Background: an optimization exercise with open tools, aiming at small area and a short achievable clock period. Do not read the settings as production practice. The clock input has no modelled driver; a real chip could not lean on it and would need a root buffer or a full tree. No activity file was given, so power comes from the tool's default toggle rates.

==> flow/design.v <==
`timescale 1ns/10ps
module alu_top (
    input  logic        clk_i,
    input  logic [2:0]  ALUControl_i,
    input  logic [63:0] A_i,
    input  logic [63:0] B_i,
    output logic [63:0] result_o,
    output logic        zero_o,
    output logic        overflow_o,
    output logic        carryout_o,
    output logic        negative_o
);
    logic [2:0]  ctrl_q;
    logic [63:0] a_q;
    logic [63:0] b_q;
    logic [63:0] result_d;
    logic        zero_d, overflow_d, carryout_d, negative_d;
    always_ff @(posedge clk_i) begin
        ctrl_q <= ALUControl_i;
        a_q    <= A_i;
        b_q    <= B_i;
    end
    ALU u_alu (
        .result_o     (result_d),
        .zero_o       (zero_d),
        .overflow_o   (overflow_d),
        .carryout_o   (carryout_d),
        .negative_o   (negative_d),
        .ALUControl_i (ctrl_q),
        .A_i          (a_q),
        .B_i          (b_q)
    );
    always_ff @(posedge clk_i) begin
        result_o   <= result_d;
        zero_o     <= zero_d;
        overflow_o <= overflow_d;
        carryout_o <= carryout_d;
        negative_o <= negative_d;
    end
endmodule

`timescale 1ns/10ps
module alu_group #(parameter N = 8, parameter FIRST = 0) (
    input  logic [N-1:0] a_i,
    input  logic [N-1:0] b_i,
    input  logic         sub_i,      
    input  logic         ci_i,       
    input  logic         ts_i,       
    input  logic         tn_i,       
    input  logic         tx_i,       
    input  logic         tb_i,       
    output logic [N-1:0] r_o,
    output logic         g_o,        
    output logic         p_o,        
    output logic         c_last_o    
);
    logic [N-1:0] x, n, pp, s;
    logic [N:0]   gl, pl, c;
    assign x  = a_i ^ b_i;
    assign n  = a_i & b_i;
    assign pp = x ^ {N{sub_i}};
    assign gl[0] = FIRST ? ci_i : 1'b0;
    assign pl[0] = 1'b1;
    genvar i;
    generate
        for (i = 0; i < N; i++) begin : g_bit
            assign gl[i+1] = pp[i] ? gl[i] : a_i[i];
            assign pl[i+1] = pl[i] & pp[i];
            if (FIRST) begin : g_first
                assign c[i] = gl[i];
            end else begin : g_next
                assign c[i] = gl[i] | (pl[i] & ci_i);
            end
        end
    endgenerate
    assign c[N] = 1'b0;
    assign s   = pp ^ c[N-1:0];
    assign r_o = (s & {N{ts_i}}) | (n & {N{tn_i}}) | (x & {N{tx_i}}) | (b_i & {N{tb_i}});
    assign g_o = gl[N];
    assign p_o = pl[N];
    assign c_last_o = c[N-1];
endmodule
module ALU (result_o, zero_o, overflow_o, carryout_o, negative_o, ALUControl_i, A_i, B_i);
    output  logic [63:0]    result_o;
    output  logic           zero_o;
    output  logic           overflow_o;
    output  logic           carryout_o;
    output  logic           negative_o;
    input   logic [2:0]     ALUControl_i;
    input   logic [63:0]    A_i;
    input   logic [63:0]    B_i;
    logic [5:0] gc;        
    logic [4:0] gg, gp, gcl;
    logic ts, tn, tx, tb;
    assign ts = ~ALUControl_i[2] &  ALUControl_i[1];
    assign tb = ~ALUControl_i[2] & ~ALUControl_i[1] & ~ALUControl_i[0];
    assign tn =  ALUControl_i[2] & ~ALUControl_i[1];
    assign tx =  ALUControl_i[2] & (ALUControl_i[1] ^ ALUControl_i[0]);
    assign gc[0] = ALUControl_i[0];
    alu_group #(.N(12), .FIRST(1)) u_g0 (.a_i(A_i[11:0]), .b_i(B_i[11:0]), .sub_i(ALUControl_i[0]), .ci_i(gc[0]),
        .ts_i(ts), .tn_i(tn), .tx_i(tx), .tb_i(tb), .r_o(result_o[11:0]), .g_o(gg[0]), .p_o(gp[0]), .c_last_o(gcl[0]));
    assign gc[1] = gg[0];
    alu_group #(.N(13), .FIRST(0)) u_g1 (.a_i(A_i[24:12]), .b_i(B_i[24:12]), .sub_i(ALUControl_i[0]), .ci_i(gc[1]),
        .ts_i(ts), .tn_i(tn), .tx_i(tx), .tb_i(tb), .r_o(result_o[24:12]), .g_o(gg[1]), .p_o(gp[1]), .c_last_o(gcl[1]));
    assign gc[2] = gg[1] | (gp[1] & gc[1]);
    alu_group #(.N(13), .FIRST(0)) u_g2 (.a_i(A_i[37:25]), .b_i(B_i[37:25]), .sub_i(ALUControl_i[0]), .ci_i(gc[2]),
        .ts_i(ts), .tn_i(tn), .tx_i(tx), .tb_i(tb), .r_o(result_o[37:25]), .g_o(gg[2]), .p_o(gp[2]), .c_last_o(gcl[2]));
    assign gc[3] = gg[2] | (gp[2] & gc[2]);
    alu_group #(.N(13), .FIRST(0)) u_g3 (.a_i(A_i[50:38]), .b_i(B_i[50:38]), .sub_i(ALUControl_i[0]), .ci_i(gc[3]),
        .ts_i(ts), .tn_i(tn), .tx_i(tx), .tb_i(tb), .r_o(result_o[50:38]), .g_o(gg[3]), .p_o(gp[3]), .c_last_o(gcl[3]));
    assign gc[4] = gg[3] | (gp[3] & gc[3]);
    alu_group #(.N(13), .FIRST(0)) u_g4 (.a_i(A_i[63:51]), .b_i(B_i[63:51]), .sub_i(ALUControl_i[0]), .ci_i(gc[4]),
        .ts_i(ts), .tn_i(tn), .tx_i(tx), .tb_i(tb), .r_o(result_o[63:51]), .g_o(gg[4]), .p_o(gp[4]), .c_last_o(gcl[4]));
    assign gc[5] = gg[4] | (gp[4] & gc[4]);
    assign zero_o     = ~|result_o;
    assign negative_o = result_o[63];
    assign carryout_o = gc[5];
    assign overflow_o = gc[5] ^ gcl[4];
endmodule
==> flow/config.mk <==
export PLATFORM = sky130hd
export DESIGN_NAME = alu_top
export DESIGN_NICKNAME = alu_top
export VERILOG_FILES = /design/flow/design.v
export SDC_FILE = /design/flow/constraint.sdc
export NUM_CORES = 4
export LEC_CHECK = 0
export CAP_MARGIN = 20
export CORE_MARGIN = 2
export CORE_UTILIZATION = 40
export SLEW_MARGIN = 20
==> flow/constraint.sdc <==
create_clock -name core_clock -period 26.0 [get_ports {clk_i}]
set_input_delay 5.2000 -clock core_clock [delete_from_list [all_inputs] [get_ports {clk_i}]]
set_output_delay 5.2000 -clock core_clock [all_outputs]
set_load 0.01 [all_outputs]
standard.sh (not shown) runs the stock make flow with config.mk's settings and CLKGATE_MAP_FILE= SYNTH_SCRIPT=/design/flow/synth_recipe.tcl, a recipe that flattens the netlist after the stock synthesis.
==> flow/flow/run.sh <==
#!/bin/bash
# The standard layout with these changes:
#  - synthesis maps with flow/abc_map.script (see flow/abc_override.tcl);
#    everything else in synth_recipe.tcl is kept as is;
#  - the port buffers are the smallest buffer, sky130_fd_sc_hd__buf_1;
#  - repair_timing aims at a setup slack of 19.8 ns;
#  - the clock tree is built by flow/pre_cts.tcl (two balanced levels of
#    clkbuf_16, see flow/manual_cts.tcl) instead of TritonCTS.
set -euo pipefail
here=$(pwd)
export FLOW_FLOW_DIR=$here/flow
{ head -n 1 synth_recipe.tcl; cat flow/abc_override.tcl; tail -n +2 synth_recipe.tcl; } > my_synth.tcl
sed "s#SYNTH_SCRIPT=[^ ]*#SYNTH_SCRIPT=$here/my_synth.tcl#" standard.sh > my_standard.sh
grep -q "SYNTH_SCRIPT=$here/my_synth.tcl" my_standard.sh
export BUFFER_PORTS_ARGS="-buffer_cell sky130_fd_sc_hd__buf_1"
# repair_timing: aim for a setup slack of 19.8 ns (a 6.2 ns period), below what the
# output paths reach, so that it only speeds up paths inside the design
export SETUP_SLACK_MARGIN=19.8
export PRE_CTS_TCL=$here/flow/pre_cts.tcl
bash my_standard.sh > standard.log 2>&1
Other scripts of this flow, unchanged in this note and not shown: flow/flow/abc_map.script, flow/flow/abc_override.tcl, flow/flow/manual_cts.tcl, flow/flow/pre_cts.tcl
The first run produced a clean layout.
Next try:
--- a/flow/design.v
+++ b/flow/design.v
@@ -87,33 +87,30 @@
     output  logic           carryout_o;
     output  logic           negative_o;
     input   logic [2:0]     ALUControl_i;
     input   logic [63:0]    A_i;
     input   logic [63:0]    B_i;
-    logic [5:0] gc;        
-    logic [4:0] gg, gp, gcl;
+    logic [4:0] gc;        
+    logic [3:0] gg, gp, gcl;
     logic ts, tn, tx, tb;
     assign ts = ~ALUControl_i[2] &  ALUControl_i[1];
     assign tb = ~ALUControl_i[2] & ~ALUControl_i[1] & ~ALUControl_i[0];
     assign tn =  ALUControl_i[2] & ~ALUControl_i[1];
     assign tx =  ALUControl_i[2] & (ALUControl_i[1] ^ ALUControl_i[0]);
     assign gc[0] = ALUControl_i[0];
-    alu_group #(.N(12), .FIRST(1)) u_g0 (.a_i(A_i[11:0]), .b_i(B_i[11:0]), .sub_i(ALUControl_i[0]), .ci_i(gc[0]),
-        .ts_i(ts), .tn_i(tn), .tx_i(tx), .tb_i(tb), .r_o(result_o[11:0]), .g_o(gg[0]), .p_o(gp[0]), .c_last_o(gcl[0]));
+    alu_group #(.N(16), .FIRST(1)) u_g0 (.a_i(A_i[15:0]), .b_i(B_i[15:0]), .sub_i(ALUControl_i[0]), .ci_i(gc[0]),
+        .ts_i(ts), .tn_i(tn), .tx_i(tx), .tb_i(tb), .r_o(result_o[15:0]), .g_o(gg[0]), .p_o(gp[0]), .c_last_o(gcl[0]));
     assign gc[1] = gg[0];
-    alu_group #(.N(13), .FIRST(0)) u_g1 (.a_i(A_i[24:12]), .b_i(B_i[24:12]), .sub_i(ALUControl_i[0]), .ci_i(gc[1]),
-        .ts_i(ts), .tn_i(tn), .tx_i(tx), .tb_i(tb), .r_o(result_o[24:12]), .g_o(gg[1]), .p_o(gp[1]), .c_last_o(gcl[1]));
+    alu_group #(.N(16), .FIRST(0)) u_g1 (.a_i(A_i[31:16]), .b_i(B_i[31:16]), .sub_i(ALUControl_i[0]), .ci_i(gc[1]),
+        .ts_i(ts), .tn_i(tn), .tx_i(tx), .tb_i(tb), .r_o(result_o[31:16]), .g_o(gg[1]), .p_o(gp[1]), .c_last_o(gcl[1]));
     assign gc[2] = gg[1] | (gp[1] & gc[1]);
-    alu_group #(.N(13), .FIRST(0)) u_g2 (.a_i(A_i[37:25]), .b_i(B_i[37:25]), .sub_i(ALUControl_i[0]), .ci_i(gc[2]),
-        .ts_i(ts), .tn_i(tn), .tx_i(tx), .tb_i(tb), .r_o(result_o[37:25]), .g_o(gg[2]), .p_o(gp[2]), .c_last_o(gcl[2]));
+    alu_group #(.N(16), .FIRST(0)) u_g2 (.a_i(A_i[47:32]), .b_i(B_i[47:32]), .sub_i(ALUControl_i[0]), .ci_i(gc[2]),
+        .ts_i(ts), .tn_i(tn), .tx_i(tx), .tb_i(tb), .r_o(result_o[47:32]), .g_o(gg[2]), .p_o(gp[2]), .c_last_o(gcl[2]));
     assign gc[3] = gg[2] | (gp[2] & gc[2]);
-    alu_group #(.N(13), .FIRST(0)) u_g3 (.a_i(A_i[50:38]), .b_i(B_i[50:38]), .sub_i(ALUControl_i[0]), .ci_i(gc[3]),
-        .ts_i(ts), .tn_i(tn), .tx_i(tx), .tb_i(tb), .r_o(result_o[50:38]), .g_o(gg[3]), .p_o(gp[3]), .c_last_o(gcl[3]));
+    alu_group #(.N(16), .FIRST(0)) u_g3 (.a_i(A_i[63:48]), .b_i(B_i[63:48]), .sub_i(ALUControl_i[0]), .ci_i(gc[3]),
+        .ts_i(ts), .tn_i(tn), .tx_i(tx), .tb_i(tb), .r_o(result_o[63:48]), .g_o(gg[3]), .p_o(gp[3]), .c_last_o(gcl[3]));
     assign gc[4] = gg[3] | (gp[3] & gc[3]);
-    alu_group #(.N(13), .FIRST(0)) u_g4 (.a_i(A_i[63:51]), .b_i(B_i[63:51]), .sub_i(ALUControl_i[0]), .ci_i(gc[4]),
-        .ts_i(ts), .tn_i(tn), .tx_i(tx), .tb_i(tb), .r_o(result_o[63:51]), .g_o(gg[4]), .p_o(gp[4]), .c_last_o(gcl[4]));
-    assign gc[5] = gg[4] | (gp[4] & gc[4]);
     assign zero_o     = ~|result_o;
     assign negative_o = result_o[63];
-    assign carryout_o = gc[5];
-    assign overflow_o = gc[5] ^ gcl[4];
+    assign carryout_o = gc[4];
+    assign overflow_o = gc[4] ^ gcl[3];
 endmodule
Outcome: The new run ran to the end with no violations; die area fell by 0.41%; sequential power hardly moves; final cell count rose by 0.48%; worst setup slack is better by 0.041 ns; synthesized area fell by 0.42%; wire length fell by 1.4%; core utilization rose by 0.87 points; via count hardly moves.
Function was not checked in any run of this note: the RTL went through the layout flow alone. In every run of this note, the design's own scripts or RTL, not TritonCTS, make the clock network.

==> port drivers added, routing unchanged <==
Ports are ideal in the flow. The routed layouts listed here were re-timed in OpenROAD.
Step 1 sets driving cells, clkbuf_16 on the clock port and buf_2 on the other inputs (assumed; they add their load-dependent delay and slew).
Step 2 adds t to the input delays and takes it off the output delays; t is the mean of the earliest and latest rising clock arrival at the registers after step 1. Input paths then give back, and output paths get back, about the clock's delay inside the block.
Three values: no drivers, after step 1, after step 2; two values: the first two.
run | t (ns) | setup slack, ns | worst setup path after step 2
the first run | 0.387 | 19.921 / 19.823 / 20.209 | register to output
the second run | 0.382 | 19.962 / 19.865 / 20.203 | register to register
After both steps setup and hold are still met in every run listed.
